This design comes from an exercise in tuning for small area on the open sky130 flow, not from production work.
The RTL was checked by simulation tests, not by an equivalence proof against the original design.
No run shown here takes its clock network from TritonCTS; it comes from the design's own scripts or RTL.
The clock port is modelled as an ideal driver, which makes a skipped or thinned clock tree look cheaper than it is; a real chip needs a root buffer or a tree.
Power is estimated from default activity; no workload was simulated.

===== design/flow/config.mk =====
export PLATFORM = sky130hd
export DESIGN_NAME = uart_tx
export DESIGN_NICKNAME = uart_tx
export VERILOG_FILES = /design/flow/design.v
export SDC_FILE = /design/flow/constraint.sdc
export NUM_CORES = 4
export LEC_CHECK = 0
export CAP_MARGIN = 20
export CORE_AREA = 2.3 2.72 63.7 63.28
export CTS_BUF_LIST = sky130_fd_sc_hd__clkbuf_8
export CTS_CLUSTER_DIAMETER = 100
export CTS_CLUSTER_SIZE = 30
export DIE_AREA = 0 0 66 66
export PLACE_DENSITY = 0.9
export SLEW_MARGIN = 20

===== design/flow/constraint.sdc =====
create_clock -name core_clock -period 10.0 [get_ports {clk}]
set_input_delay 2.0000 -clock core_clock [delete_from_list [all_inputs] [get_ports {clk}]]
set_output_delay 2.0000 -clock core_clock [all_outputs]
set_load 0.01 [all_outputs]

===== design/flow/design.v =====
module uart_tx (
    input wire clk,
    input wire rst,
    input wire send,
    input wire [7:0] data,
    output reg tx,
    output reg busy
);
    localparam [12:0] START = 13'h0e97;
    localparam [12:0] LAST  = 13'h1c50;
    localparam [12:0] MASK  = 13'h01bd;  
    localparam [12:0] POL   = 13'h0aaa;
    reg  [12:0] q;
    wire [12:0] s    = q ^ POL;
    wire        fb   = s[12] ^ (s[3] & s[7]);
    wire        tick = ((s & MASK) == (LAST & MASK));
    wire        run  = busy & ~tick;
    always @(posedge clk)
        q <= (run ? {s[11:0], fb} : START) ^ POL;
    wire       load  = ~busy;         
    wire       shift = tick;          
    wire       hold  = run;           
    reg  [9:0] sr;
    always @(posedge clk)
        sr <= ({10{load}}  & {1'b1, data, 1'b0})
            | ({10{shift}} & {1'b0, sr[9:1]})
            | ({10{hold}}  & sr);
    always @(posedge clk or posedge rst)
        if (rst) begin
            tx   <= 1'b1;
            busy <= 1'b0;
        end else begin
            tx <= sr[0] | ~busy;
            if (!busy)
                busy <= send;
            else if (tick && sr[9:1] == 9'd0)
                busy <= 1'b0;
        end
endmodule

===== design/flow/flow/run.sh =====
#!/bin/bash
# The standard ORFS layout (standard.sh) with three changes:
#  - synthesis maps the logic with an area-oriented ABC script (synth.tcl,
#    abc_area.script); the registers are the standard synthesis's;
#  - ports are buffered with the smallest buffer (buf_1);
#  - the clock tree is a few clock buffers, each at the centre of a group of
#    nearby flip-flops and fed from the clock port (pre_cts.tcl), instead of
#    TritonCTS's tree.
# Every tool's output is in standard.log and in orfs/logs.
set -euo pipefail
here=$(pwd)
export FLOW_SYNTH_TCL="$here/synth_recipe.tcl"
export AREA_ABC_SCRIPT="$here/flow/abc_area.script"
export BUFFER_PORTS_ARGS="-buffer_cell sky130_fd_sc_hd__buf_1"
export PRE_CTS_TCL="$here/flow/pre_cts.tcl"
export CLOCK_BUFFER_CELL="${CLOCK_BUFFER_CELL:-sky130_fd_sc_hd__clkbuf_4}"
export CLOCK_GROUPS="${CLOCK_GROUPS:-3}"
bash standard.sh "SYNTH_SCRIPT=$here/flow/synth.tcl" finish > standard.log 2>&1

===== design/flow/flow/abc_area.script =====
strash
dc2
dch -f
amap -m -F 4 -A 8
topo

===== design/flow/flow/pre_cts.tcl =====
# Runs inside ORFS's cts.tcl before clock_tree_synthesis, in place of
# TritonCTS: the clock sinks are split into CLOCK_GROUPS groups of nearby
# flip-flops (k-means on their positions), and each group is driven by one
# clock buffer at its centre, fed straight from the clock port.
set block [ord::get_db_block]
set dbu [$block getDbUnitsPerMicron]
set clknet [$block findNet clk]
set k $::env(CLOCK_GROUPS)
set pins {}
set pts {}
foreach it [$clknet getITerms] {
  set bbox [[$it getInst] getBBox]
  lappend pins "[[$it getInst] getName]/[[$it getMTerm] getName]"
  lappend pts [list [expr {([$bbox xMin] + [$bbox xMax]) / 2.0 / $dbu}] \
                    [expr {([$bbox yMin] + [$bbox yMax]) / 2.0 / $dbu}]]
}
set n [llength $pts]
# initial centres: spread along x
set sorted [lsort -real -index 0 $pts]
set cs {}
for {set g 0} {$g < $k} {incr g} {
  lappend cs [lindex $sorted [expr {int(($g + 0.5) * $n / $k)}]]
}
for {set iter 0} {$iter < 20} {incr iter} {
  set asg {}
  foreach p $pts {
    set best 0
    set bd 1e30
    for {set g 0} {$g < $k} {incr g} {
      set c [lindex $cs $g]
      set d [expr {pow([lindex $p 0] - [lindex $c 0], 2) + pow([lindex $p 1] - [lindex $c 1], 2)}]
      if {$d < $bd} { set bd $d; set best $g }
    }
    lappend asg $best
  }
  set ncs {}
  for {set g 0} {$g < $k} {incr g} {
    set sx 0.0; set sy 0.0; set m 0
    foreach p $pts a $asg {
      if {$a == $g} { set sx [expr {$sx + [lindex $p 0]}]; set sy [expr {$sy + [lindex $p 1]}]; incr m }
    }
    if {$m > 0} { lappend ncs [list [expr {$sx / $m}] [expr {$sy / $m}]] } else { lappend ncs [lindex $cs $g] }
  }
  set cs $ncs
}
for {set g 0} {$g < $k} {incr g} {
  set loads {}
  foreach pin $pins a $asg { if {$a == $g} { lappend loads [get_pins $pin] } }
  if {[llength $loads] == 0} continue
  set c [lindex $cs $g]
  puts "clock group $g: [llength $loads] sinks, buffer at ($c)"
  insert_buffer -buffer_cell $::env(CLOCK_BUFFER_CELL) -net clk -load_pins $loads \
    -location $c -buffer_name clkbuf_0_clk_$g -net_name clknet_0_clk_$g
}
set_propagated_clock [all_clocks]
proc clock_tree_synthesis {args} {
  puts "clock_tree_synthesis skipped: clock buffers inserted by pre_cts.tcl"
}

===== design/flow/flow/synth.tcl =====
# The standard synthesis (synth_recipe.tcl in the work folder), with the
# technology mapping done by an area-oriented ABC script (abc_area.script)
# instead of ORFS's speed script. Registers are mapped before ABC runs, so
# they are exactly the standard synthesis's.
trace add variable ::abc_script write {apply {args {
  set ::abc_script $::env(AREA_ABC_SCRIPT)
}}}
source $::env(FLOW_SYNTH_TCL)

===== design/flow/standard.sh =====
#!/bin/bash
# synth_recipe.tcl (not shown) runs the flow's synth.tcl, then flattens the netlist and writes it again
# the make line also repeats each setting of config.mk as NAME=value (left out here)
make -C /OpenROAD-flow-scripts/flow DESIGN_CONFIG=/design/flow/config.mk WORK_HOME=/design/flow/orfs CLKGATE_MAP_FILE= SYNTH_SCRIPT=/design/flow/synth_recipe.tcl "${@:-finish}"

==> results by group, run 1 <==
Status
  • Status: finished clean

Timing
  • Fin. max-slew vios: 0
  • Total negative slack: 0 ns
  • Final Critical Period: about 2.8 ns
  • RSZ-0062 raised after global routing: false
  • Slew HR: 37.6%
  • Tcrit/Tclk final: 28.1%
  • Final setup fails: 0
  • Hold WS: 0.370 ns
  • Worst clock skew: 0.00465 ns
  • Fin. Hold Viols: 0
  • Fmax: ~0.36 GHz
  • Worst Tran Pin Value: between 0.9 and 1 ns

Layout
  • # fillers: 385
  • Total Nets Final: between 90 and 100
  • Share of layout cells above drive strength 1: 5.88%
  • Synthesis-to-finish area growth: 17.9%
  • Antenna diodes: 0
  • Commonest non-fill, non-tap cell in the layout: dfxtp_1
  • Most frequent cells in the layout: dfxtp_1, buf_1, clkinv_1

Critical path
  • Crit path DAT: 0.81 ns
  • Crit Path Category: reg -> out
  • WP data required: roughly 8 ns
  • Startpoint types: flip-flop
  • Buf+Inv Stages, Crit Path: 1
  • Crit-path slowest cell: dfstp_2
  • CP endpoint kind: output pin
  • Crit-path cells: buf_1
  • Max FO, Critical Path: 1
  • CP delay by family, top: flip-flops
  • Delay of the slowest critical-path stage: about 0.52 ns

GRT
  • First-pass GRT wire length: 2.30 mm
  • Vias in the first global route: 545
  • Layer with the highest usage: met2
  • Largest net degree at the start of global routing: 17
  • Met3 GRT Util: 1.19%
  • Met1 Track Usage GR: 7.97%
  • Global route overflow: 0
  • Grt met2 use: 11.5%
  • Initial antenna violation count: 0
  • GRT Total Usage: under 10%

Power and ir drop
  • Pleak: 0.345 nW
  • Flop pwr share: 67.6%
  • Worst vdd ir: 0.0537 mV
  • Comb power frac: 18.7%
  • Pint: 0.000189 W
  • Net switching power: 0.0000732 W
  • Clk pwr share: 13.7%
  • PwrDens: 293 nW/um^2
  • Switching part of the total: 28.0%

Die
  • Core area: 3660 sq um
  • Row cnt: 22
  • Die Wd: ~66 microns
  • Die Y: between 60 and 70 microns
  • Die area: 4360 sq um
  • Ports: 13
  • Initial Util: 20.7%

Routing
  • Via density: 4.10
  • Number of remaining DRC errors: 0
  • Vias: approximately 550
  • Drt wl/cell: 10.0 microns
  • Routed WL: 1.34 mm
  • DR pass1 iterations: 4
  • Antenna Violating Nets Remaining: 0
  • Initial DRC Count: 46

Placement
  • IO Port Bufs: 12
  • Post-DP HPWL: ~1.0 mm
  • Final GP Congestion: 0.711

Logic synthesis
  • Share of the yosys chip area belonging to registers: 67.6%
  • Syn avg cell area: roughly 11 sq um
  • Top cell type's share of synthesized area: 60.8%
  • Post-Syn Nets: 80
  • Post-Synthesis Cells: between 60 and 70
  • Yosys cell types: 15
  • Synth Register Bits: 25
  • Ys Warns: 1
  • Main area contributors after synthesis: dfxtp_1, a222oi_1, clkinv_1
  • Cell accounting for the most synthesized area: dfxtp_1
  • Cell area after synthesis: 757 sq um

Clock tree
  • Post-CTS setup repair buffer count: 0
  • Post-CTS Hold Buffers: 0
  • Worst-skew pair later-pin latency: 0.15 ns
  • Clock Pin Slew Worst Setup and Hold Paths: 0.08 ns
  • Post_cts resized: 0

Worst hold path
  • HP Class: reg -> reg

Flow run
  • Max-cap violation count: 0
## metrics by stage
stage / cell area, sq um / worst slack [ns] / cells / util (%) / total power [W]
finish: 892 / 7.19 / 133 / 24.4 / 0.000262
global route: 892 / 7.15 / 133 / 24.4 / 0.000284
CTS: 892 / 7.17 / 133 / 24.4 / 0.000265
detailed placement: 870 / 7.32 / 130 / 23.8 / 0.000229
global placement: 870 / 7.36 / 130 / 23.8 / 0.000223
floorplan: 757 / 7.47 / 69 / - / 0.000210
## worst register-to-register path, delay by kind of cell (launching register included)
kind	cells	cell delay (ns)
buffers and inverters	2	0.69
and+or+nand+nor	2	1.00
DFF	1	0.39
## cell type report, without the clock buffers
cell class	count	area (sq um)	share of cell area (%)
Inverter	11	41.3	4.63
Multi-Input combinational cell	33	204	22.9
Sequential cell	25	512	57.4
Tap cell	48	60.1	6.73
Timing Repair Buffer	13	52.6	5.89
## final timing paths
| path | start | endpoint | slack (ns) | depth (start not counted) |
|---|---|---|---|---|
| setup / recovery | tx | tx | 7.19 | 1 |
| hold / removal | q[1] | q[2] | 0.37 | 1 |
| setup reg to reg | busy | q[12] | 7.84 | 4 |
| hold reg to reg | q[1] | q[2] | 0.37 | 1 |
| max in group asynchronous | rst | tx | 8.17 | 2 |
| min in group asynchronous | rst | busy | 1.65 | 2 |
## synthesized netlist by cell type
cell type,instances
o21ai_0,1
nor2_1,10
nor4_1,3
dfrtp_1,1
dfstp_2,1
a41oi_1,1
a22o_1,1
a222oi_1,8
nand4_1,1
a21oi_1,1
nand2_1,5
o311ai_0,1
clkinv_1,11
or2_0,1
dfxtp_1,23
## registers in the layout, indices dropped and copies added (netlist names)
name and cells:
q 13, sr 10, busy 1, tx 1
## per-layer routing
layer	up-vias	routed length, microns
met5	-	0
met1	250	637
met4	0	12
met3	3	87
met2	10	599
li1	282	-
## cells by family (layout without fill, tap and decap cells)
logic type / count (synthesis) / count (layout) / share of synthesized area, %
compound gates: 13 / 13 / 15.4
buf+inv: 11 / 27 / 5.45
flops: 25 / 25 / 67.6
simple gates: 20 / 20 / 11.6
## power groups by stage
stage / Sequential, W / Combinational, W / Clock [W]
6_report: 0.000177 / 0.0000489 / 0.0000358
3_3_place_gp: 0.000177 / 0.0000463 / 0
4_1_cts: 0.000177 / 0.0000504 / 0.0000379
3_5_place_dp: 0.000179 / 0.0000500 / 0
2_1_floorplan: 0.000172 / 0.0000382 / 0
5_1_grt: 0.000183 / 0.0000587 / 0.0000430
==> run 2: changes to the inputs <==
--- a/design/flow/design.v
+++ b/design/flow/design.v
@@ -18,7 +18,7 @@
     always @(posedge clk)
         q <= (run ? {s[11:0], fb} : START) ^ POL;
     wire       load  = ~busy;         
-    wire       shift = tick;          
+    wire       shift = busy & tick;   
     wire       hold  = run;           
     reg  [9:0] sr;
     always @(posedge clk)
--- a/design/flow/flow/run.sh
+++ b/design/flow/flow/run.sh
@@ -14,5 +14,5 @@
 export BUFFER_PORTS_ARGS="-buffer_cell sky130_fd_sc_hd__buf_1"
 export PRE_CTS_TCL="$here/flow/pre_cts.tcl"
 export CLOCK_BUFFER_CELL="${CLOCK_BUFFER_CELL:-sky130_fd_sc_hd__clkbuf_4}"
-export CLOCK_GROUPS="${CLOCK_GROUPS:-3}"
+export CLOCK_GROUPS="${CLOCK_GROUPS:-2}"
 bash standard.sh "SYNTH_SCRIPT=$here/flow/synth.tcl" finish > standard.log 2>&1
==> run 2 against run 1 <==
  * Synthesized cell count up 2.9%
  * Area after synthesis increased by 0.83%
  * Highest routed layer is now met3
  * Register-to-register slack got worse by 0.11 ns
  * Flip-flop and latch count did not move
  * Largest cell class unchanged
  * Largest power group unchanged
==> results by group, run 2 <==
Critical path
  • Cells on worst reg2reg path: 6 (+2)
  • Crit. path cell count: 1 (unchanged)
  • WP data required: 8.00 ns (about the same)
  • Crit path DAT: 0.84 ns (+0.03 ns)
  • Crit-path slowest cell: dfstp_2
  • Startpoint types: flip-flop
  • Crit Path Category: reg -> out
  • Crit-path cells: buf_1
  • Buf+Inv Stages, Crit Path: 1 (unchanged)
  • CP delay by family, top: flip-flops
  • Delay of the slowest critical-path stage: 0.53 ns (about the same)
  • R2R Setup Slk: 7.73 ns (-0.11 ns)
  • Max FO, Critical Path: 1 (unchanged)
  • CP endpoint kind: output pin

Worst hold path
  • HP Class: reg -> reg
  • Worst hold stages: 1 (unchanged)

Logic synthesis
  • Post-Synth Simple-Gate Area: 13.0% (+1.4 points)
  • Synth Area in Adders: 0% (unchanged)
  • Count leader, synth: dfxtp_1
  • Primary FF master, synth: dfxtp_1
  • Largest family of logic cells by synthesized area: compound AO/OA/AOI/OAI gates
  • Async SR Flop Fraction: 8.00% (unchanged)
  • Share of the yosys chip area belonging to registers: 67.0% (-0.55 points)
  • Cell area after synthesis: 763 sq um (+0.83%)
  • Syn avg cell area: 10.7 sq um (-2.0%)
  • Synth Register Bits: 25 (unchanged)
  • Synth Area in Compound Gates: 14.6% (-0.78 points)
  • Post-Synthesis Cells: 71 (+2.9%)
  • Post-Syn Nets: 82 (+2.5%)
  • Top cell type's share of synthesized area: 60.3% (-0.50 points)
  • Most instantiated cells after synthesis: dfxtp_1, clkinv_1, nor2_1
  • Cell accounting for the most synthesized area: dfxtp_1
  • Main area contributors after synthesis: dfxtp_1, a222oi_1, clkinv_1
  • Yosys cell types: 16 (+1)
  • Mux cell area share after synthesis: 0% (unchanged)
  • Post-synth EDFFs: 0 (unchanged)
  • Ys Warns: 1 (unchanged)
  • Post-synthesis xor/xnor area fraction: 0% (unchanged)

Timing
  • RSZ-0062 raised after global routing: false
  • Fin. Hold Viols: 0 (unchanged)
  • Fin. max-slew vios: 0 (unchanged)
  • Tcrit/Tclk final: 28.4% (+0.33 points)
  • Worst Tran Pin Value: 0.586 ns (-0.346 ns)
  • Slew HR: 60.8% (+23 points)
  • Final Critical Period: 2.84 ns (+0.0331 ns)
  • Hold WS: 0.375 ns (+0.00528 ns)
  • Fmax: 0.352 GHz (-1.2%)
  • Worst clock skew: 0.00598 ns (+0.00133 ns)
  • Final setup fails: 0 (unchanged)
  • Total negative slack: 0 ns (unchanged)

GRT
  • Initial antenna violation count: 0 (unchanged)
  • Global route overflow: 0 (unchanged)
  • Vias in the first global route: 530 (-2.8%)
  • First-pass GRT wire length: 2.45 mm (+6.3%)
  • Largest net degree at the start of global routing: 16 (-1)
  • GRT Total Usage: 6.73% (+0.29 points)

Routing
  • Via density: 4.29 (+4.6%)
  • Antenna Violating Nets Remaining: 0 (unchanged)
  • DR pass1 iterations: 4 (unchanged)
  • Drt wl/cell: 9.65 microns (-4.0%)
  • Number of remaining DRC errors: 0 (unchanged)
  • Initial DRC Count: 34 (-26%)
  • Routed WL: 1.28 mm (-4.0%)
  • Vias: 570 (+4.6%)

Layout
  • Most frequent cells in the layout: dfxtp_1, buf_1, clkinv_1
  • Max reg flops: 13 (unchanged)
  • Antenna diodes: 0 (unchanged)
  • Commonest non-fill, non-tap cell in the layout: dfxtp_1
  • Synthesis-to-finish area growth: 15.7%
  • Most flops, register: q
  • Share of layout cells above drive strength 1: 3.53% (-2.4 points)
  • Total Nets Final: 98 (unchanged)
  • Largest regs: q x13, sr x10

Placement
  • Final GP Congestion: 0.749 (+5.4%)
  • Post-DP HPWL: 1.00 mm (-2.1%)
  • IO Port Bufs: 12 (unchanged)

Power and ir drop
  • Worst vdd ir: 0.0913 mV (+70%)
  • Pleak: 0.338 nW (-1.9%)
  • PwrDens: 302 nW/um^2 (+2.9%)

Clock tree
  • Worst-skew pair later-pin latency: 0.17 ns (+0.02 ns)
  • Post-CTS setup repair buffer count: 0 (unchanged)
  • Post-CTS Hold Buffers: 0 (unchanged)
  • Post_cts resized: 0 (unchanged)
  • Clock Pin Slew Worst Setup and Hold Paths: 0.12 ns (+0.04 ns)

Die
  • Initial Util: 20.8% (+0.17 points)
  • Die Wd: 66 microns (unchanged)
  • Core area: 3660 sq um (unchanged)
  • Ports: 13 (unchanged)
  • Die Y: 66 microns (unchanged)
  • Row cnt: 22 (unchanged)
  • Die area: 4360 sq um (unchanged)

Flow run
  • Max-cap violation count: 0 (unchanged)

Status
  • Status: finished clean
==> run 2: logic make-up after synthesis <==
group                  count (synthesis)
AO/OA/AOI/OAI                         12
flip-flops                            25
buffers and inverters                 11
AND/OR/NAND/NOR                       23
==> run 2: per-layer routing <==
layer	global-route usage (%)	part of all wire, %	vias to the layer above
li1	-	-	282
met1	9.99	49	273
met2	11.0	44	15
met5	0	0	-
met3	1.02	6.7	0
met4	0	0	0
==> run 2: power breakdown <==
part | internal [W] | switching (W)
clock network | 0.00000963 | 0.0000226
registers | 0.000152 | 0.0000285
logic | 0.0000292 | 0.0000248
==> run 2: cell type report, without the clock buffers <==
cell class | instances | area (sq um)
inverters | 11 | 41.3
fillers | 400 | 2780
repair buffers | 12 | 45.0
flip-flops and latches | 25 | 512
multi-input cells | 35 | 210
well taps | 48 | 60.1
==> run 2: through the flow <==
stage | cells | power [W] | util [%] | cell area [sq um] | setup WS [ns]
floorplan | 71 | 0.000219 | - | 763 | 7.48
global placement | 131 | 0.000232 | 23.7 | 868 | 7.37
detailed placement | 131 | 0.000238 | 23.7 | 868 | 7.37
CTS | 133 | 0.000269 | 24.1 | 883 | 7.15
global route | 133 | 0.000291 | 24.1 | 883 | 7.10
finish | 133 | 0.000267 | 24.1 | 883 | 7.16
==> run 2: worst paths after layout <==
kind | start | endpoint
setup reg to reg | q[7] | sr[6]
setup / recovery | tx | tx
hold / removal | q[9] | q[10]
max in group asynchronous | rst | tx
hold reg to reg | q[9] | q[10]
min in group asynchronous | rst | busy
==> run 3: changes to the inputs <==
--- a/design/flow/flow/run.sh
+++ b/design/flow/flow/run.sh
@@ -14,5 +14,5 @@
 export BUFFER_PORTS_ARGS="-buffer_cell sky130_fd_sc_hd__buf_1"
 export PRE_CTS_TCL="$here/flow/pre_cts.tcl"
 export CLOCK_BUFFER_CELL="${CLOCK_BUFFER_CELL:-sky130_fd_sc_hd__clkbuf_4}"
-export CLOCK_GROUPS="${CLOCK_GROUPS:-2}"
+export CLOCK_GROUPS="${CLOCK_GROUPS:-3}"
 bash standard.sh "SYNTH_SCRIPT=$here/flow/synth.tcl" finish > standard.log 2>&1
==> run 3 against run 2 <==
  * Worst setup slack improved by 0.024 ns
  * First-iteration DRC count rose by 21%
  * Flip-flop and latch count did not move
  * Critical path type unchanged
  * Cell count rose by 0.75%
  * Critical path depth did not move
  * Largest cell class unchanged
  * Sequential power barely moved
  * Hold slack got worse by 0.017 ns
  * Critical endpoint unchanged
  * Largest power group unchanged
  * Die area did not move
  * Global-route usage barely moved
  * Area after synthesis did not move
==> results by group, run 3 <==
Logic synthesis
  • Post-Syn Nets: 82 (unchanged)
  • Async SR Flop Fraction: 8.00% (unchanged)
  • Post-synth EDFFs: 0 (unchanged)
  • Synth Register Bits: 25 (unchanged)
  • Count leader, synth: dfxtp_1
  • Top cell type's share of synthesized area: 60.3% (unchanged)
  • Share of the yosys chip area belonging to registers: 67.0% (unchanged)
  • Main area contributors after synthesis: dfxtp_1, a222oi_1, clkinv_1
  • Post-Synthesis Cells: 71 (unchanged)
  • Yosys cell types: 16 (unchanged)
  • Syn avg cell area: 10.7 sq um (unchanged)
  • Cell area after synthesis: 763 sq um (unchanged)
  • Cell accounting for the most synthesized area: dfxtp_1
  • Primary FF master, synth: dfxtp_1
  • Most instantiated cells after synthesis: dfxtp_1, clkinv_1, nor2_1
  • Ys Warns: 1 (unchanged)

Placement
  • Dpl cells: 131 (unchanged)
  • Post-DP HPWL: 1.00 mm (unchanged)
  • DP Worst Slack: 7.37 ns (unchanged)
  • Final GP Congestion: 0.749 (unchanged)
  • IO Port Bufs: 12 (unchanged)

Timing
  • Tcrit/Tclk final: 28.2% (-0.24 points)
  • Final setup fails: 0 (unchanged)
  • Fin. max-slew vios: 0 (unchanged)
  • Fmax: 0.355 GHz (+0.85%)
  • Slew HR: 60.9% (+0.070 points)
  • Total negative slack: 0 ns (unchanged)
  • RSZ-0062 raised after global routing: false
  • Worst Tran Pin Value: 0.585 ns (-0.00105 ns)
  • Fin. Hold Viols: 0 (unchanged)
  • Worst clock skew: 0.0203 ns (+0.0144 ns)
  • Final Critical Period: 2.82 ns (-0.0239 ns)
  • Final worst slack: 7.18 ns (+0.0239 ns)

Routing
  • Antenna Violating Nets Remaining: 0 (unchanged)
  • Initial DRC Count: 41 (+21%)
  • Via density: 4.26 (-0.57%)
  • Number of remaining DRC errors: 0 (unchanged)
  • Vias: 571 (+0.18%)
  • DR pass1 iterations: 4 (unchanged)
  • Drt wl/cell: 9.93 microns (+3.0%)
  • Routed WL: 1.33 mm (+3.7%)

Layout
  • Max reg flops: 13 (unchanged)
  • Total Nets Final: 99 (+1.0%)
  • Antenna diodes: 0 (unchanged)
  • Largest regs: q x13, sr x10
  • Count of non-filler cells in the finished layout: 134 (+0.75%)
  • Multi-input combinational cell area: 210 sq um (unchanged)
  • Reg area: 512 sq um (unchanged)
  • Most flops, register: q
  • Share of layout cells above drive strength 1: 4.65% (+1.1 points)
  • # fillers: 399 (-0.25%)
  • Commonest non-fill, non-tap cell in the layout: dfxtp_1
  • Most frequent cells in the layout: dfxtp_1, buf_1, clkinv_1
  • Synthesis-to-finish area growth: 16.7%

Critical path
  • Cells on worst reg2reg path: 6 (unchanged)
  • Worst Setup SP: tx
  • Crit-path slowest cell: dfstp_2
  • Buf+Inv Stages, Crit Path: 1 (unchanged)
  • Delay of the slowest critical-path stage: 0.52 ns (about the same)
  • Crit. path cell count: 1 (unchanged)
  • Crit-path cells: buf_1
  • Worst reg2reg startpoint: q[7]
  • WP data required: 8.00 ns (about the same)
  • Crit path DAT: 0.82 ns (-0.02 ns)
  • CP endpoint kind: output pin
  • CP delay by family, top: flip-flops
  • Crit Path Category: reg -> out
  • Startpoint types: flip-flop
  • Max FO, Critical Path: 1 (unchanged)

GRT
  • Global route overflow: 0 (unchanged)
  • First-pass GRT wire length: 2.44 mm (-0.57%)
  • Vias in the first global route: 547 (+3.2%)
  • Largest net degree at the start of global routing: 16 (unchanged)
  • GRT Total Usage: 6.69% (-0.036 points)
  • Initial antenna violation count: 0 (unchanged)

Clock tree
  • Post_cts resized: 0 (unchanged)
  • Post-CTS Hold Buffers: 0 (unchanged)
  • Post-CTS setup repair buffer count: 0 (unchanged)
  • Clock Pin Slew Worst Setup and Hold Paths: 0.10 ns (-0.02 ns)
  • Worst-skew pair later-pin latency: 0.16 ns (about the same)

Power and ir drop
  • Total power: 0.000272 W (+1.9%)
  • Pleak: 0.343 nW (+1.4%)
  • PwrDens: 305 nW/um^2 (+1.1%)
  • Worst vdd ir: 0.0918 mV (+0.62%)

Status
  • Status: finished clean

Die
  • Die Y: 66 microns (unchanged)
  • Initial Util: 20.8% (unchanged)
  • Die area: 4360 sq um (unchanged)
  • Core area: 3660 sq um (unchanged)
  • Ports: 13 (unchanged)
  • Row cnt: 22 (unchanged)
  • Die Wd: 66 microns (unchanged)

Worst hold path
  • HP Class: reg -> reg
  • HP Start: q[6]
  • Worst hold stages: 1 (unchanged)

Flow run
  • Max-cap violation count: 0 (unchanged)
run 3: cell counts after synthesis:
No cell type changed its count.
run 3: metal layers:
metal | GRT usage, % | vias to the layer above | part of all wire, %
met1 | 9.57 | 269 | 47
li1 | - | 283 | -
met3 | 1.02 | 0 | 8.1
met5 | 0 | - | 0
met4 | 0.510 | 0 | 0
met2 | 11.1 | 19 | 45
run 3: final cells by class, without the clock buffers:
class                   instances  area share [%]
inverters                      11            4.63
multi-input cells              35            23.6
flip-flops and latches         25            57.4
well taps                      48            6.74
repair buffers                 12            5.06
run 3: final timing paths:
kind | to | slack (ns)
worst max-delay path | tx | 7.18
worst min-delay path | q[7] | 0.36
worst max register to register | sr[6] | 7.70
worst min register to register | q[7] | 0.36
max in group asynchronous | tx | 8.16
min in group asynchronous | busy | 1.66
run 3: through the flow:
stage | instance area, sq um | hold WS (ns) | utilization, %
floorplan | 763 | 0.343 | -
global placement | 868 | 0.345 | 23.7
detailed placement | 868 | 0.347 | 23.7
CTS | 891 | 0.365 | 24.3
global route | 891 | 0.384 | 24.3
finish | 891 | 0.358 | 24.3
run 3: logic make-up (layout without fill, tap and decap cells):
kind of cell    after synthesis  count (layout)  synth area share (%)
flops                        25              25                  67.0
buf+inv                      11              26                  5.41
simple gates                 23              23                  13.0
compound gates               12              12                  14.6
run 3: power breakdown:
group | internal, W | switching [W] | total, W
sequential | 0.000152 | 0.0000286 | 0.000181
combinational | 0.0000292 | 0.0000250 | 0.0000542
clock | 0.0000143 | 0.0000226 | 0.0000369
total | 0.000196 | 0.0000762 | 0.000272
==> run 4: changes to the inputs <==
--- a/design/flow/flow/run.sh
+++ b/design/flow/flow/run.sh
@@ -12,7 +12,8 @@
 export FLOW_SYNTH_TCL="$here/synth_recipe.tcl"
 export AREA_ABC_SCRIPT="$here/flow/abc_area.script"
 export BUFFER_PORTS_ARGS="-buffer_cell sky130_fd_sc_hd__buf_1"
+export IO_CONSTRAINTS="$here/flow/io.tcl"
 export PRE_CTS_TCL="$here/flow/pre_cts.tcl"
 export CLOCK_BUFFER_CELL="${CLOCK_BUFFER_CELL:-sky130_fd_sc_hd__clkbuf_4}"
-export CLOCK_GROUPS="${CLOCK_GROUPS:-3}"
+export CLOCK_GROUPS="${CLOCK_GROUPS:-2}"
 bash standard.sh "SYNTH_SCRIPT=$here/flow/synth.tcl" finish > standard.log 2>&1
==> design/flow/flow/io.tcl (new file) <==
# Keep all ports together in the middle of the bottom edge, so that the cells
# are placed close together.
set_io_pin_constraint -pin_names {clk rst send data[0] data[1] data[2] data[3] data[4] data[5] data[6] data[7] tx busy} -region bottom:20-46
--- a/design/flow/config.mk
+++ b/design/flow/config.mk
@@ -11,5 +11,5 @@
 export CTS_CLUSTER_DIAMETER = 100
 export CTS_CLUSTER_SIZE = 30
 export DIE_AREA = 0 0 66 66
-export PLACE_DENSITY = 0.9
+export PLACE_DENSITY = 0.95
 export SLEW_MARGIN = 20
==> run 4 against run 3 <==
  * Cell count down 0.75%
  * Flip-flop and latch count unchanged
  * Register-to-register slack better by 0.07 ns
  * Worst setup slack worse by 0.031 ns
  * Wire length down 7.9%
  * Clock power down 12%
  * Final area down 0.84%
  * Clock skew down 0.015 ns
  * Via count down 3.0%
  * Die area unchanged
  * Largest cell class unchanged
  * Highest routed layer is now met4
==> results by group, run 4 <==
Critical path
  • Crit Path Category: reg -> out
  • Buf+Inv Stages, Crit Path: 1 (unchanged)
  • Cells on worst reg2reg path: 6 (unchanged)
  • Crit-path cells: buf_1
  • R2R Setup Slk: 7.77 ns (+0.07 ns)
  • Reg-to-Reg End: sr[6]
  • CP endpoint kind: output pin
  • Delay of the slowest critical-path stage: 0.53 ns (about the same)
  • Crit path DAT: 0.85 ns (+0.03 ns)
  • Critical Path Sink: tx
  • Max FO, Critical Path: 1 (unchanged)
  • Crit-path slowest cell: dfstp_2
  • CP delay by family, top: flip-flops
  • Crit. path cell count: 1 (unchanged)
  • Worst Setup SP: tx
  • Startpoint types: flip-flop
  • WP data required: 8.00 ns (about the same)
  • Worst reg2reg startpoint: q[7]

GRT
  • First-pass GRT wire length: 2.13 mm (-12%)
  • Global route overflow: 0 (unchanged)
  • GRT Total Usage: 5.78% (-0.91 points)
  • Largest net degree at the start of global routing: 16 (unchanged)
  • Vias in the first global route: 498 (-9.0%)
  • Initial antenna violation count: 0 (unchanged)
  • Layer with the highest usage: met2
  • Met3 GRT Util: 0.511% (-0.51 points)
  • Grt met2 use: 9.97% (-1.1 points)
  • Met1 Track Usage GR: 8.03% (-1.5 points)

Clock tree
  • Post_cts resized: 0 (unchanged)
  • Clock Pin Slew Worst Setup and Hold Paths: 0.12 ns (+0.02 ns)
  • Post-CTS setup repair buffer count: 0 (unchanged)
  • Worst-skew pair later-pin latency: 0.17 ns (about the same)
  • Post-CTS Hold Buffers: 0 (unchanged)

Timing
  • Total negative slack: 0 ns (unchanged)
  • Worst Tran Pin Value: 0.576 ns (-0.00928 ns)
  • Fmax: 0.351 GHz (-1.1%)
  • Final worst slack: 7.15 ns (-0.0313 ns)
  • Fin. max-slew vios: 0 (unchanged)
  • Worst clock skew: 0.00488 ns (-0.0155 ns)
  • Hold WS: 0.382 ns (+0.0237 ns)
  • Slew HR: 61.5% (+0.62 points)
  • Tcrit/Tclk final: 28.5% (+0.31 points)
  • Final Critical Period: 2.85 ns (+0.0313 ns)
  • RSZ-0062 raised after global routing: false
  • Final setup fails: 0 (unchanged)
  • Fin. Hold Viols: 0 (unchanged)

Logic synthesis
  • Ys Warns: 1 (unchanged)
  • Yosys cell types: 16 (unchanged)
  • Post-synth EDFFs: 0 (unchanged)
  • Most instantiated cells after synthesis: dfxtp_1, clkinv_1, nor2_1
  • Syn avg cell area: 10.7 sq um (unchanged)
  • Main area contributors after synthesis: dfxtp_1, a222oi_1, clkinv_1
  • Count leader, synth: dfxtp_1
  • Top cell type's share of synthesized area: 60.3% (unchanged)
  • Async SR Flop Fraction: 8.00% (unchanged)
  • Post-Syn Nets: 82 (unchanged)
  • Primary FF master, synth: dfxtp_1
  • Share of the yosys chip area belonging to registers: 67.0% (unchanged)
  • Cell accounting for the most synthesized area: dfxtp_1
  • Post-Synthesis Cells: 71 (unchanged)
  • Cell area after synthesis: 763 sq um (unchanged)
  • Synth Register Bits: 25 (unchanged)

Layout
  • Synthesis-to-finish area growth: 15.7%
  • Commonest non-fill, non-tap cell in the layout: dfxtp_1
  • Max reg flops: 13 (unchanged)
  • Most flops, register: q
  • Most frequent cells in the layout: dfxtp_1, buf_1, clkinv_1
  • Largest regs: q x13, sr x10
  • Antenna diodes: 0 (unchanged)
  • Total Nets Final: 98 (-1.0%)
  • Share of layout cells above drive strength 1: 3.53% (-1.1 points)

Routing
  • Via density: 4.17 (-2.2%)
  • Drt wl/cell: 9.22 microns (-7.2%)
  • Vias: 554 (-3.0%)
  • Initial DRC Count: 60 (+46%)
  • Number of remaining DRC errors: 0 (unchanged)
  • Routed WL: 1.23 mm (-7.9%)
  • DR pass1 iterations: 4 (unchanged)
  • Antenna Violating Nets Remaining: 0 (unchanged)

Placement
  • Post-DP HPWL: 889 microns (-11%)
  • DP Worst Slack: 7.37 ns (-0.00381 ns)
  • Final GP Congestion: 0.847 (+13%)
  • IO Port Bufs: 12 (unchanged)

Die
  • Die Y: 66 microns (unchanged)
  • Ports: 13 (unchanged)
  • Row cnt: 22 (unchanged)
  • Core area: 3660 sq um (unchanged)
  • Die Wd: 66 microns (unchanged)
  • Initial Util: 20.8% (unchanged)
  • Die area: 4360 sq um (unchanged)

Power and ir drop
  • Worst vdd ir: 0.110 mV (+20%)
  • PwrDens: 301 nW/um^2 (-1.3%)
  • Pleak: 0.338 nW (-1.3%)

Worst hold path
  • HP Class: reg -> reg

Flow run
  • Max-cap violation count: 0 (unchanged)

Status
  • Status: finished clean
[run 4: worst min path at each step]
stage / startpoint / to / slack (ns) / depth (start not counted)
after floorplan: q[9] / q[10] / 0.34 / 1
after global placement: q[1] / q[2] / 0.34 / 1
after detailed placement: q[1] / q[2] / 0.36 / 1
after CTS: q[1] / q[2] / 0.39 / 1
after global routing: q[9] / q[10] / 0.40 / 1
final: q[1] / q[2] / 0.38 / 1
[run 4: logic make-up (layout without fill, tap and decap cells)]
| family | Yosys count | in the layout | synth area share [%] |
|---|---|---|---|
| flip-flops | 25 | 25 | 67.0 |
| AO/OA/AOI/OAI | 12 | 12 | 14.6 |
| AND/OR/NAND/NOR | 23 | 23 | 13.0 |
| buffers and inverters | 11 | 25 | 5.41 |
[run 4: layout make-up, without the clock buffers]
type                       count  area (sq um)
fill                         379          2780
sequential                    25           512
multi-input combinational     35           210
tap                           48          60.1
timing repair buffer          12          45.0
inverter                      11          41.3
[run 4: per-layer routing]
metal	up-vias	part of all wire, %
li1	281	-
met1	265	45
met2	6	51
met3	2	2.4
met4	0	1.5
met5	-	0
[run 4: stage by stage]
| step | std cells | area, sq um | util [%] | total power [W] |
|---|---|---|---|---|
| final | 133 | 883 | 24.1 | 0.000266 |
| after global routing | 133 | 883 | 24.1 | 0.000289 |
| after CTS | 133 | 883 | 24.1 | 0.000268 |
| after detailed placement | 131 | 868 | 23.7 | 0.000236 |
| after global placement | 131 | 868 | 23.7 | 0.000231 |
| after floorplan | 71 | 763 | - | 0.000219 |
[run 4: where the power goes]
group	internal, W	switching, W
Combinational	0.0000291	0.0000238
Clock	0.00000964	0.0000229
Sequential	0.000152	0.0000287
==> run 5: changes to the inputs <==
--- a/design/flow/design.v
+++ b/design/flow/design.v
@@ -6,10 +6,10 @@
     output reg tx,
     output reg busy
 );
-    localparam [12:0] START = 13'h0e97;
-    localparam [12:0] LAST  = 13'h1c50;
-    localparam [12:0] MASK  = 13'h01bd;  
-    localparam [12:0] POL   = 13'h0aaa;
+    localparam [12:0] START = 13'h14bb;
+    localparam [12:0] LAST  = 13'h0287;
+    localparam [12:0] MASK  = 13'h0de8;  
+    localparam [12:0] POL   = 13'h1555;
     reg  [12:0] q;
     wire [12:0] s    = q ^ POL;
     wire        fb   = s[12] ^ (s[3] & s[7]);
--- a/design/flow/flow/run.sh
+++ b/design/flow/flow/run.sh
@@ -12,7 +12,6 @@
 export FLOW_SYNTH_TCL="$here/synth_recipe.tcl"
 export AREA_ABC_SCRIPT="$here/flow/abc_area.script"
 export BUFFER_PORTS_ARGS="-buffer_cell sky130_fd_sc_hd__buf_1"
-export IO_CONSTRAINTS="$here/flow/io.tcl"
 export PRE_CTS_TCL="$here/flow/pre_cts.tcl"
 export CLOCK_BUFFER_CELL="${CLOCK_BUFFER_CELL:-sky130_fd_sc_hd__clkbuf_4}"
 export CLOCK_GROUPS="${CLOCK_GROUPS:-2}"
==> design/flow/config.mk (replaced) <==
export PLATFORM = sky130hd
export DESIGN_NAME = uart_tx
export DESIGN_NICKNAME = uart_tx
export VERILOG_FILES = /design/flow/design.v
export SDC_FILE = /design/flow/constraint.sdc
export NUM_CORES = 4
export LEC_CHECK = 0
export CAP_MARGIN = 20
export CORE_AREA = 2.3 2.72 63.7 63.28
export DIE_AREA = 0 0 66 66
export PLACE_DENSITY = 0.9
export SLEW_MARGIN = 20
removed: design/flow/flow/io.tcl
==> run 5 against run 4 <==
  * Still clean on timing, DRC and antenna
  * Hold slack lost 0.0072 ns
  * Final area decreased by 0.14%
  * Flip-flop and latch count did not move
  * Sequential power about the same
  * Register-to-register slack got worse by 0.03 ns
  * Combinational power about the same
  * Worst setup slack improved by 0.0048 ns
  * Maximum frequency up 0.17%
  * Sequential share of layout area rose by 0.082 points
  * Via count up 1.1%
  * Wire length grew 8.6%
  * Clock skew is 0.0013 ns higher
  * Critical path type unchanged
  * Largest power group unchanged
==> results by group, run 5 <==
Status
  • Status: finished clean

Timing
  • Fmax: 0.352 GHz (+0.17%)
  • Worst Tran Pin Value: 0.629 ns (+0.0538 ns)
  • Tcrit/Tclk final: 28.4% (-0.048 points)
  • Fin. max-slew vios: 0 (unchanged)
  • Final setup fails: 0 (unchanged)
  • Final worst slack: 7.16 ns (+0.00475 ns)
  • RSZ-0062 raised after global routing: false
  • Fin. Hold Viols: 0 (unchanged)
  • Slew HR: 57.9% (-3.6 points)
  • Worst clock skew: 0.00617 ns (+0.00129 ns)
  • Total negative slack: 0 ns (unchanged)
  • Final Critical Period: 2.84 ns (-0.00475 ns)

GRT
  • Largest net degree at the start of global routing: 17 (+1)
  • Vias in the first global route: 531 (+6.6%)
  • Global route overflow: 0 (unchanged)
  • GRT Total Usage: 6.32% (+0.54 points)
  • Initial antenna violation count: 0 (unchanged)
  • First-pass GRT wire length: 2.24 mm (+5.2%)

Clock tree
  • Post_cts resized: 0 (unchanged)
  • Post-CTS Hold Buffers: 0 (unchanged)
  • Post-CTS setup repair buffer count: 0 (unchanged)
  • Clock Pin Slew Worst Setup and Hold Paths: 0.11 ns (about the same)
  • Worst-skew pair later-pin latency: 0.17 ns (about the same)

Logic synthesis
  • Share of the yosys chip area belonging to registers: 67.2% (+0.11 points)
  • Primary FF master, synth: dfxtp_1
  • Post-Syn Nets: 81 (-1.2%)
  • Cell area after synthesis: 762 sq um (-0.16%)
  • Ys Warns: 1 (unchanged)
  • Async SR Flop Fraction: 8.00% (unchanged)
  • Syn avg cell area: 10.9 sq um (+1.3%)
  • Yosys cell types: 16 (unchanged)
  • Synth Register Bits: 25 (unchanged)
  • Post-Synthesis Cells: 70 (-1.4%)
  • Top cell type's share of synthesized area: 60.4% (+0.099 points)
  • Main area contributors after synthesis: dfxtp_1, a222oi_1, clkinv_1
  • Count leader, synth: dfxtp_1
  • Post-synth EDFFs: 0 (unchanged)
  • Most instantiated cells after synthesis: dfxtp_1, clkinv_1, a222oi_1, nand2_1, nor2_1
  • Cell accounting for the most synthesized area: dfxtp_1

Die
  • Ports: 13 (unchanged)
  • Die area: 4360 sq um (unchanged)
  • Row cnt: 22 (unchanged)
  • Core area: 3660 sq um (unchanged)
  • Die Y: 66 microns (unchanged)
  • Initial Util: 20.8% (-0.034 points)
  • Die Wd: 66 microns (unchanged)

Routing
  • Via density: 4.24 (+1.8%)
  • Met2 WL: 612 microns (-2.1%)
  • M1 WL: 632 microns (+15%)
  • Antenna Violating Nets Remaining: 0 (unchanged)
  • Vias: 560 (+1.1%)
  • Drt wl/cell: 10.1 microns (+9.5%)
  • Initial DRC Count: 54 (-10%)
  • Metal3 WL: 86 microns (+190%)
  • Routed WL: 1.33 mm (+8.6%)
  • Number of remaining DRC errors: 0 (unchanged)
  • Max layer used: met3
  • DR pass1 iterations: 5 (+1)

Critical path
  • WP data required: 8.00 ns (about the same)
  • Crit path DAT: 0.84 ns (about the same)
  • Delay of the slowest critical-path stage: 0.54 ns (about the same)
  • Crit-path slowest cell: dfstp_2
  • Startpoint types: flip-flop
  • Max FO, Critical Path: 1 (unchanged)
  • CP delay by family, top: flip-flops
  • Buf+Inv Stages, Crit Path: 1 (unchanged)
  • Crit Path Category: reg -> out
  • CP endpoint kind: output pin
  • Crit-path cells: buf_1

Layout
  • Most frequent cells in the layout: dfxtp_1, buf_1, clkinv_1
  • Share of layout cells above drive strength 1: 3.57% (+0.042 points)
  • Largest regs: q x13, sr x10
  • Max reg flops: 13 (unchanged)
  • Commonest non-fill, non-tap cell in the layout: dfxtp_1
  • Total Nets Final: 97 (-1.0%)
  • Antenna diodes: 0 (unchanged)
  • Most flops, register: q
  • Synthesis-to-finish area growth: 15.8% (about the same)

Power and ir drop
  • Pleak: 0.336 nW (-0.72%)
  • PwrDens: 300 nW/um^2 (-0.36%)
  • Worst vdd ir: 0.131 mV (+19%)

Placement
  • IO Port Bufs: 12 (unchanged)
  • Final GP Congestion: 0.727 (-14%)
  • Post-DP HPWL: 1.03 mm (+15%)
  • DP Worst Slack: 7.36 ns (-0.00768 ns)

Worst hold path
  • HP Class: reg -> reg

Flow run
  • Max-cap violation count: 0 (unchanged)
## run 5: kinds of logic (layout without fill, tap and decap cells)
family                 count (synthesis)  count (layout)  share of synthesized area, %
DFF                                   25              25                          67.2
AOI/OAI and AO/OA                     12              12                          14.6
and+or+nand+nor                       22              22                          12.8
buffers and inverters                 11              25                          5.42
## run 5: report_power, final
group | switching [W] | leakage, nW | internal (W)
sequential | 0.0000281 | 0.213 | 0.000151
clock | 0.0000231 | 0.00920 | 0.00000964
combinational | 0.0000243 | 0.114 | 0.0000285
total | 0.0000755 | 0.336 | 0.000189
## run 5: through the flow
| stage | power [W] | std cells | utilization (%) | instance area [sq um] | hold WS, ns |
|---|---|---|---|---|---|
| floorplan | 0.000217 | 70 | - | 762 | 0.343 |
| global placement | 0.000229 | 130 | 23.7 | 867 | 0.344 |
| detailed placement | 0.000235 | 130 | 23.7 | 867 | 0.351 |
| CTS | 0.000267 | 132 | 24.1 | 882 | 0.378 |
| global route | 0.000285 | 132 | 24.1 | 882 | 0.391 |
| finish | 0.000265 | 132 | 24.1 | 882 | 0.375 |
## run 5: path summary, 6_finish.rpt
path	from	slack, ns	to	cells after the start
hold / removal	q[0]	0.37	q[1]	1
setup / recovery	tx	7.16	tx	1
min in group asynchronous	rst	1.62	busy	2
max in group asynchronous	rst	8.19	tx	2
hold reg to reg	q[0]	0.37	q[1]	1
setup reg to reg	q[7]	7.74	sr[5]	6
## run 5: final cells by class, without the clock buffers
type | count | area (sq um)
inverter | 11 | 41.3
fill | 407 | 2780
sequential | 25 | 512
timing repair buffer | 12 | 45.0
tap | 48 | 60.1
multi-input combinational | 34 | 209
## run 5: routing by layer
metal  track usage (%)  vias to the layer above
met1              8.58                      262
met4             0.255                        0
li1                  -                      280
met5                 0                        -
met3             0.852                        0
met2              11.2                       18
==> run 6: changes to the inputs <==
--- a/design/flow/flow/run.sh
+++ b/design/flow/flow/run.sh
@@ -14,5 +14,5 @@
 export BUFFER_PORTS_ARGS="-buffer_cell sky130_fd_sc_hd__buf_1"
 export PRE_CTS_TCL="$here/flow/pre_cts.tcl"
 export CLOCK_BUFFER_CELL="${CLOCK_BUFFER_CELL:-sky130_fd_sc_hd__clkbuf_4}"
-export CLOCK_GROUPS="${CLOCK_GROUPS:-2}"
+export CLOCK_GROUPS="${CLOCK_GROUPS:-3}"
 bash standard.sh "SYNTH_SCRIPT=$here/flow/synth.tcl" finish > standard.log 2>&1
==> run 6 against run 5 <==
  * Still clean on timing, DRC and antenna
  * Sequential share of layout area down 0.49 points
  * First-iteration DRC count down 1.9%
  * Clock skew up 0.025 ns
  * Global-route usage about the same
  * Die area unchanged
  * Flip-flop and latch count unchanged
  * Sequential power about the same
  * Utilization up 0.21 points
  * Hold slack worse by 0.0032 ns
  * Critical endpoint unchanged
  * Highest routed layer is now met4
==> results by group, run 6 <==
Status
  • Status: finished clean

Timing
  • Final setup fails: 0 (unchanged)
  • Fin. Hold Viols: 0 (unchanged)
  • RSZ-0062 raised after global routing: false
  • Final worst slack: 7.17 ns (+0.0130 ns)
  • Slew HR: 57.0% (-0.93 points)
  • Fmax: 0.353 GHz (+0.46%)
  • Worst clock skew: 0.0316 ns (+0.0254 ns)
  • Worst Tran Pin Value: 0.643 ns (+0.0139 ns)
  • Total negative slack: 0 ns (unchanged)
  • Tcrit/Tclk final: 28.3% (-0.13 points)
  • Final Critical Period: 2.83 ns (-0.0130 ns)
  • Fin. max-slew vios: 0 (unchanged)

Routing
  • Initial DRC Count: 53 (-1.9%)
  • Antenna Violating Nets Remaining: 0 (unchanged)
  • Number of remaining DRC errors: 0 (unchanged)
  • Vias: 570 (+1.8%)
  • Routed WL: 1.32 mm (-0.75%)
  • DR pass1 iterations: 5 (unchanged)
  • Drt wl/cell: 9.94 microns (-1.5%)
  • Via density: 4.29 (+1.0%)

Placement
  • IO Port Bufs: 12 (unchanged)
  • DP Worst Slack: 7.36 ns (unchanged)
  • Post-DP HPWL: 1.03 mm (unchanged)
  • Final GP Congestion: 0.727 (unchanged)

Logic synthesis
  • Primary FF master, synth: dfxtp_1
  • Yosys cell types: 16 (unchanged)
  • Count leader, synth: dfxtp_1
  • Most instantiated cells after synthesis: dfxtp_1, clkinv_1, a222oi_1, nand2_1, nor2_1
  • Top cell type's share of synthesized area: 60.4% (unchanged)
  • Ys Warns: 1 (unchanged)
  • Post-synth EDFFs: 0 (unchanged)
  • Cell accounting for the most synthesized area: dfxtp_1
  • Post-Synthesis Cells: 70 (unchanged)
  • Cell area after synthesis: 762 sq um (unchanged)
  • Post-Syn Nets: 81 (unchanged)
  • Syn avg cell area: 10.9 sq um (unchanged)
  • Async SR Flop Fraction: 8.00% (unchanged)
  • Main area contributors after synthesis: dfxtp_1, a222oi_1, clkinv_1
  • Synth Register Bits: 25 (unchanged)
  • Share of the yosys chip area belonging to registers: 67.2% (unchanged)

Layout
  • Largest regs: q x13, sr x10
  • Reg area: 512 sq um (unchanged)
  • Most frequent cells in the layout: dfxtp_1, buf_1, clkinv_1
  • Antenna diodes: 0 (unchanged)
  • Total Nets Final: 98 (+1.0%)
  • Synthesis-to-finish area growth: 16.7%
  • Most flops, register: q
  • Commonest non-fill, non-tap cell in the layout: dfxtp_1
  • # fillers: 411 (+0.98%)
  • Max reg flops: 13 (unchanged)
  • Share of layout cells above drive strength 1: 4.71% (+1.1 points)
  • Multi-input combinational cell area: 209 sq um (unchanged)

Clock tree
  • Post_cts resized: 0 (unchanged)
  • Post-CTS Hold Buffers: 0 (unchanged)
  • Worst-skew pair later-pin latency: 0.16 ns (about the same)
  • Post-CTS setup repair buffer count: 0 (unchanged)
  • Clock Pin Slew Worst Setup and Hold Paths: 0.10 ns (about the same)

Power and ir drop
  • Pleak: 0.340 nW (+1.4%)
  • Flop pwr share: 66.7% (-1.0 points)
  • Net switching power: 0.0000740 W (-1.9%)
  • Switching part of the total: 27.6% (-0.90 points)
  • PwrDens: 301 nW/um^2 (+0.45%)
  • Pint: 0.000194 W (+2.6%)
  • Comb power frac: 19.6% (-0.3 points)
  • Worst vdd ir: 0.107 mV (-18%)
  • Clk pwr share: 13.7% (+1.3 points)

Critical path
  • Crit. path cell count: 1 (unchanged)
  • CP delay by family, top: flip-flops
  • Crit-path slowest cell: dfstp_2
  • Startpoint types: flip-flop
  • WP data required: 8.00 ns (about the same)
  • CP endpoint kind: output pin
  • Max FO, Critical Path: 1 (unchanged)
  • Crit Path Category: reg -> out
  • Delay of the slowest critical-path stage: 0.53 ns (about the same)
  • Cells on worst reg2reg path: 6 (unchanged)
  • Crit-path cells: buf_1
  • Buf+Inv Stages, Crit Path: 1 (unchanged)
  • Crit path DAT: 0.83 ns (about the same)

GRT
  • Vias in the first global route: 520 (-2.1%)
  • Global route overflow: 0 (unchanged)
  • Initial antenna violation count: 0 (unchanged)
  • First-pass GRT wire length: 2.23 mm (-0.62%)
  • Largest net degree at the start of global routing: 17 (unchanged)
  • GRT Total Usage: 6.29% (-0.038 points)

Die
  • Initial Util: 20.8% (unchanged)
  • Die Y: 66 microns (unchanged)
  • Die Wd: 66 microns (unchanged)
  • Ports: 13 (unchanged)
  • Die area: 4360 sq um (unchanged)
  • Core area: 3660 sq um (unchanged)
  • Row cnt: 22 (unchanged)

Worst hold path
  • Worst hold stages: 1 (unchanged)
  • HP Class: reg -> reg

Flow run
  • Max-cap violation count: 0 (unchanged)
==> run 6: cell families (layout without fill, tap and decap cells) <==
logic type	count (synthesis)	after routing	share of synthesized area, %
buf+inv	11	26	5.42
compound gates	12	12	14.6
simple gates	22	22	12.8
flops	25	25	67.2
==> run 6: cell type report, without the clock buffers <==
cell class	count	share of cell area, %
inverter	11	4.64
multi-input combinational	34	23.5
sequential	25	57.5
tap	48	6.75
timing repair buffer	12	5.06
==> run 6: final timing paths <==
check / startpoint / to / slack (ns)
worst max-delay path: tx / tx / 7.17
worst min-delay path: q[0] / q[1] / 0.37
worst max register to register: q[7] / sr[6] / 7.78
worst min register to register: q[0] / q[1] / 0.37
max in group asynchronous: rst / tx / 8.17
min in group asynchronous: rst / busy / 1.68
==> run 6: per-stage QoR <==
stage / hold WS (ns) / util (%) / instances / cell area, sq um / power (W)
3_5_place_dp: 0.351 / 23.7 / 130 / 867 / 0.000235
5_1_grt: 0.385 / 24.3 / 133 / 890 / 0.000289
4_1_cts: 0.375 / 24.3 / 133 / 890 / 0.000271
3_3_place_gp: 0.344 / 23.7 / 130 / 867 / 0.000229
6_report: 0.372 / 24.3 / 133 / 890 / 0.000268
2_1_floorplan: 0.343 / - / 70 / 762 / 0.000217
==> run 6: power by group through the flow <==
stage,Clock [W],Combinational (W),Sequential [W]
6_report,0.0000368,0.0000524,0.000179
2_1_floorplan,0,0.0000428,0.000174
4_1_cts,0.0000377,0.0000538,0.000179
5_1_grt,0.0000430,0.0000602,0.000186
3_5_place_dp,0,0.0000539,0.000181
3_3_place_gp,0,0.0000500,0.000179
==> run 6: layer usage <==
layer	vias to the layer above	GRT usage (%)	wire (microns)
li1	284	-	-
met1	262	8.78	613
met2	20	10.4	587
met3	4	0.852	93
met4	0	1.28	27
met5	-	0	0
==> run 7: changes to the inputs <==
==> design/flow/flow/run.sh (replaced) <==
#!/bin/bash
# The standard ORFS layout (standard.sh) with three changes:
#  - synthesis maps the logic with an area-oriented ABC script (synth.tcl,
#    abc_area.script); the registers are the standard synthesis's;
#  - ports are buffered with the smallest buffer (buf_1);
#  - the clock tree is CLOCK_GROUPS clock buffers, each at the centre of a
#    group of nearby flip-flops and fed from the clock port (pre_cts.tcl),
#    instead of TritonCTS's tree.
# Every tool's output is in standard.log and in orfs/logs.
set -euo pipefail
here=$(pwd)
export FLOW_SYNTH_TCL="$here/synth_recipe.tcl"
export AREA_ABC_SCRIPT="$here/flow/abc_area.script"
export BUFFER_PORTS_ARGS="-buffer_cell sky130_fd_sc_hd__buf_1"
export PRE_CTS_TCL="$here/flow/pre_cts.tcl"
export CLOCK_BUFFER_CELL="${CLOCK_BUFFER_CELL:-sky130_fd_sc_hd__clkbuf_4}"
export CLOCK_GROUPS="${CLOCK_GROUPS:-2}"
bash standard.sh "SYNTH_SCRIPT=$here/flow/synth.tcl" finish > standard.log 2>&1
==> run 7 against run 6 <==
  * Clock power shrank 11%
  * Sequential share of layout area is 0.49 points higher
  * Still clean on timing, DRC and antenna
  * First-iteration DRC count increased by 1.9%
  * Largest cell class unchanged
  * Flip-flop and latch count unchanged
  * Global-route usage is essentially flat
==> results by group, run 7 <==
Status
  • Status: finished clean

Critical path
  • WP data required: 8.00 ns (about the same)
  • CP endpoint kind: output pin
  • Crit. path cell count: 1 (unchanged)
  • CP delay by family, top: flip-flops
  • Crit-path cells: buf_1
  • Crit Path Category: reg -> out
  • Max FO, Critical Path: 1 (unchanged)
  • Buf+Inv Stages, Crit Path: 1 (unchanged)
  • Crit path DAT: 0.84 ns (about the same)
  • Delay of the slowest critical-path stage: 0.54 ns (about the same)
  • Crit-path slowest cell: dfstp_2
  • Startpoint types: flip-flop
  • Cells on worst reg2reg path: 6 (unchanged)

Logic synthesis
  • Post-synth EDFFs: 0 (unchanged)
  • Most instantiated cells after synthesis: dfxtp_1, clkinv_1, a222oi_1, nand2_1, nor2_1
  • Synth Area in Compound Gates: 14.6% (unchanged)
  • Post-Synth Simple-Gate Area: 12.8% (unchanged)
  • Post-Synthesis Cells: 70 (unchanged)
  • Primary FF master, synth: dfxtp_1
  • Count leader, synth: dfxtp_1
  • Synth Area in Adders: 0% (unchanged)
  • Cell accounting for the most synthesized area: dfxtp_1
  • Main area contributors after synthesis: dfxtp_1, a222oi_1, clkinv_1
  • Share of the yosys chip area belonging to registers: 67.2% (unchanged)
  • Top cell type's share of synthesized area: 60.4% (unchanged)
  • Post-Syn Nets: 81 (unchanged)
  • Async SR Flop Fraction: 8.00% (unchanged)
  • Syn avg cell area: 10.9 sq um (unchanged)
  • Largest family of logic cells by synthesized area: compound AO/OA/AOI/OAI gates
  • Mux cell area share after synthesis: 0% (unchanged)
  • Synth Register Bits: 25 (unchanged)
  • Cell area after synthesis: 762 sq um (unchanged)
  • Post-synthesis xor/xnor area fraction: 0% (unchanged)
  • Yosys cell types: 16 (unchanged)
  • Ys Warns: 1 (unchanged)

Power and ir drop
  • PwrDens: 300 nW/um^2 (-0.45%)
  • Worst vdd ir: 0.131 mV (+22%)
  • Pint: 0.000189 W (-2.5%)
  • Pleak: 0.336 nW (-1.4%)
  • Comb power frac: 19.9% (+0.3 points)
  • Switching part of the total: 28.5% (+0.90 points)
  • Flop pwr share: 67.7% (+1.0 points)
  • Net switching power: 0.0000755 W (+2.0%)
  • Total power: 0.000265 W (-1.3%)
  • Clk pwr share: 12.4% (-1.3 points)

Timing
  • Fin. Hold Viols: 0 (unchanged)
  • Fmax: 0.352 GHz (-0.46%)
  • Fin. max-slew vios: 0 (unchanged)
  • Slew HR: 57.9% (+0.93 points)
  • Final worst slack: 7.16 ns (-0.0130 ns)
  • Final Critical Period: 2.84 ns (+0.0130 ns)
  • Worst Tran Pin Value: 0.629 ns (-0.0139 ns)
  • Hold WS: 0.375 ns (+0.00318 ns)
  • Worst clock skew: 0.00617 ns (-0.0254 ns)
  • Total negative slack: 0 ns (unchanged)
  • RSZ-0062 raised after global routing: false
  • Final setup fails: 0 (unchanged)
  • Tcrit/Tclk final: 28.4% (+0.13 points)

Flow run
  • Max-cap violation count: 0 (unchanged)

Routing
  • M1 WL: 632 microns (+3.1%)
  • Vias: 560 (-1.8%)
  • Routed WL: 1.33 mm (+0.76%)
  • Antenna Violating Nets Remaining: 0 (unchanged)
  • Met2 WL: 612 microns (+4.3%)
  • Number of remaining DRC errors: 0 (unchanged)
  • Max layer used: met3
  • Initial DRC Count: 54 (+1.9%)
  • Drt wl/cell: 10.1 microns (+1.5%)
  • Metal3 WL: 86 microns (-7.5%)
  • Via density: 4.24 (-1.0%)
  • DR pass1 iterations: 5 (unchanged)

Clock tree
  • Post-CTS Hold Buffers: 0 (unchanged)
  • Post_cts resized: 0 (unchanged)
  • Worst-skew pair later-pin latency: 0.17 ns (about the same)
  • Clock Pin Slew Worst Setup and Hold Paths: 0.11 ns (about the same)
  • Post-CTS setup repair buffer count: 0 (unchanged)

Die
  • Die Y: 66 microns (unchanged)
  • Row cnt: 22 (unchanged)
  • Die area: 4360 sq um (unchanged)
  • Core area: 3660 sq um (unchanged)
  • Initial Util: 20.8% (unchanged)
  • Die Wd: 66 microns (unchanged)
  • Ports: 13 (unchanged)

Layout
  • Total Nets Final: 97 (-1.0%)
  • Most frequent cells in the layout: dfxtp_1, buf_1, clkinv_1
  • Commonest non-fill, non-tap cell in the layout: dfxtp_1
  • Final instance area: 882 sq um (-0.84%)
  • Most flops, register: q
  • # fillers: 407 (-0.97%)
  • Max reg flops: 13 (unchanged)
  • Synthesis-to-finish area growth: 15.8%
  • Largest regs: q x13, sr x10
  • Antenna diodes: 0 (unchanged)
  • Share of layout cells above drive strength 1: 3.57% (-1.1 points)

Placement
  • IO Port Bufs: 12 (unchanged)
  • DP Worst Slack: 7.36 ns (unchanged)
  • Post-DP HPWL: 1.03 mm (unchanged)
  • Final GP Congestion: 0.727 (unchanged)
  • DP Area: 867 sq um (unchanged)

GRT
  • GRT Total Usage: 6.32% (+0.038 points)
  • Initial antenna violation count: 0 (unchanged)
  • First-pass GRT wire length: 2.24 mm (+0.63%)
  • Vias in the first global route: 531 (+2.1%)
  • Global route overflow: 0 (unchanged)
  • Largest net degree at the start of global routing: 17 (unchanged)

Worst hold path
  • HP Class: reg -> reg
  • Worst hold stages: 1 (unchanged)
-- run 7: cell counts after synthesis --
Identical to the previous run, type by type.
-- run 7: power by group through the flow --
stage,clock [W],sequential [W],combinational [W]
3_5_place_dp,0,0.000181,0.0000539
3_3_place_gp,0,0.000179,0.0000500
2_1_floorplan,0,0.000174,0.0000428
6_report,0.0000327,0.000179,0.0000528
4_1_cts,0.0000339,0.000179,0.0000542
5_1_grt,0.0000382,0.000186,0.0000605
-- run 7: area by class of cell, without the clock buffers --
class,count,area [sq um],share of cell area [%]
multi-input combinational,34,209,23.7
inverter,11,41.3,4.68
tap,48,60.1,6.81
timing repair buffer,12,45.0,5.11
sequential,25,512,58.0
-- run 7: routing by layer --
metal / vias up / global-route usage (%)
li1: 280 / -
met1: 262 / 8.58
met2: 18 / 11.2
met3: 0 / 0.852
met4: 0 / 0.255
met5: - / 0
-- run 7: per-stage QoR --
stage	instances	util, %
after floorplan	70	-
after global placement	130	23.7
after detailed placement	130	23.7
after CTS	132	24.1
after global routing	132	24.1
final	132	24.1
-- run 7: kinds of logic after synthesis --
group / Yosys count
compound gates: 12
simple gates: 22
flops: 25
buf+inv: 11
-- run 7: path summary, 6_finish.rpt --
check	startpoint	slack, ns	to
hold reg to reg	q[0]	0.37	q[1]
setup reg to reg	q[7]	7.74	sr[5]
min in group asynchronous	rst	1.62	busy
setup / recovery	tx	7.16	tx
max in group asynchronous	rst	8.19	tx
hold / removal	q[0]	0.37	q[1]

-- afterwards: timing with drivers on the ports --
How much do the figures lean on ideal ports? The routed layouts below were timed once more, with nothing changed but the port constraints.
Step 1: set_driving_cell puts a clkbuf_16 on clk and a buf_2 on each other input, an assumption about the parent block.
Step 2 times the ports against the registers' clock, not the clock port: input delays grow and output delays shrink by t, the midpoint of the rising clock arrivals with the driver on.
a / b / c = no drivers / after step 1 / after step 2; a / b = the first two.
run | t, ns | slack for setup (ns) | worst setup path at the end | latest minus earliest clock arrival (ns) | worst data-port slew with drivers (ns)
run 1 | 0.176 | 7.191 / 7.159 / 7.327 | input to register | 0.004 / 0.005 | 0.04
run 2 | 0.195 | 7.158 / 7.133 / 7.328 | register to output | 0.006 / 0.006 | 0.03
run 3 | 0.177 | 7.182 / 7.152 / 7.329 | register to output | 0.020 / 0.020 | 0.03
run 4 | 0.196 | 7.151 / 7.126 / 7.322 | register to output | 0.005 / 0.005 | 0.03
run 5 | 0.197 | 7.155 / 7.130 / 7.327 | register to output | 0.006 / 0.006 | 0.03
run 6 | 0.178 | 7.168 / 7.135 / 7.313 | register to output | 0.032 / 0.031 | 0.03
run 7 | 0.197 | 7.155 / 7.130 / 7.327 | register to output | 0.006 / 0.006 | 0.03
After both steps setup and hold are still met in every run listed.
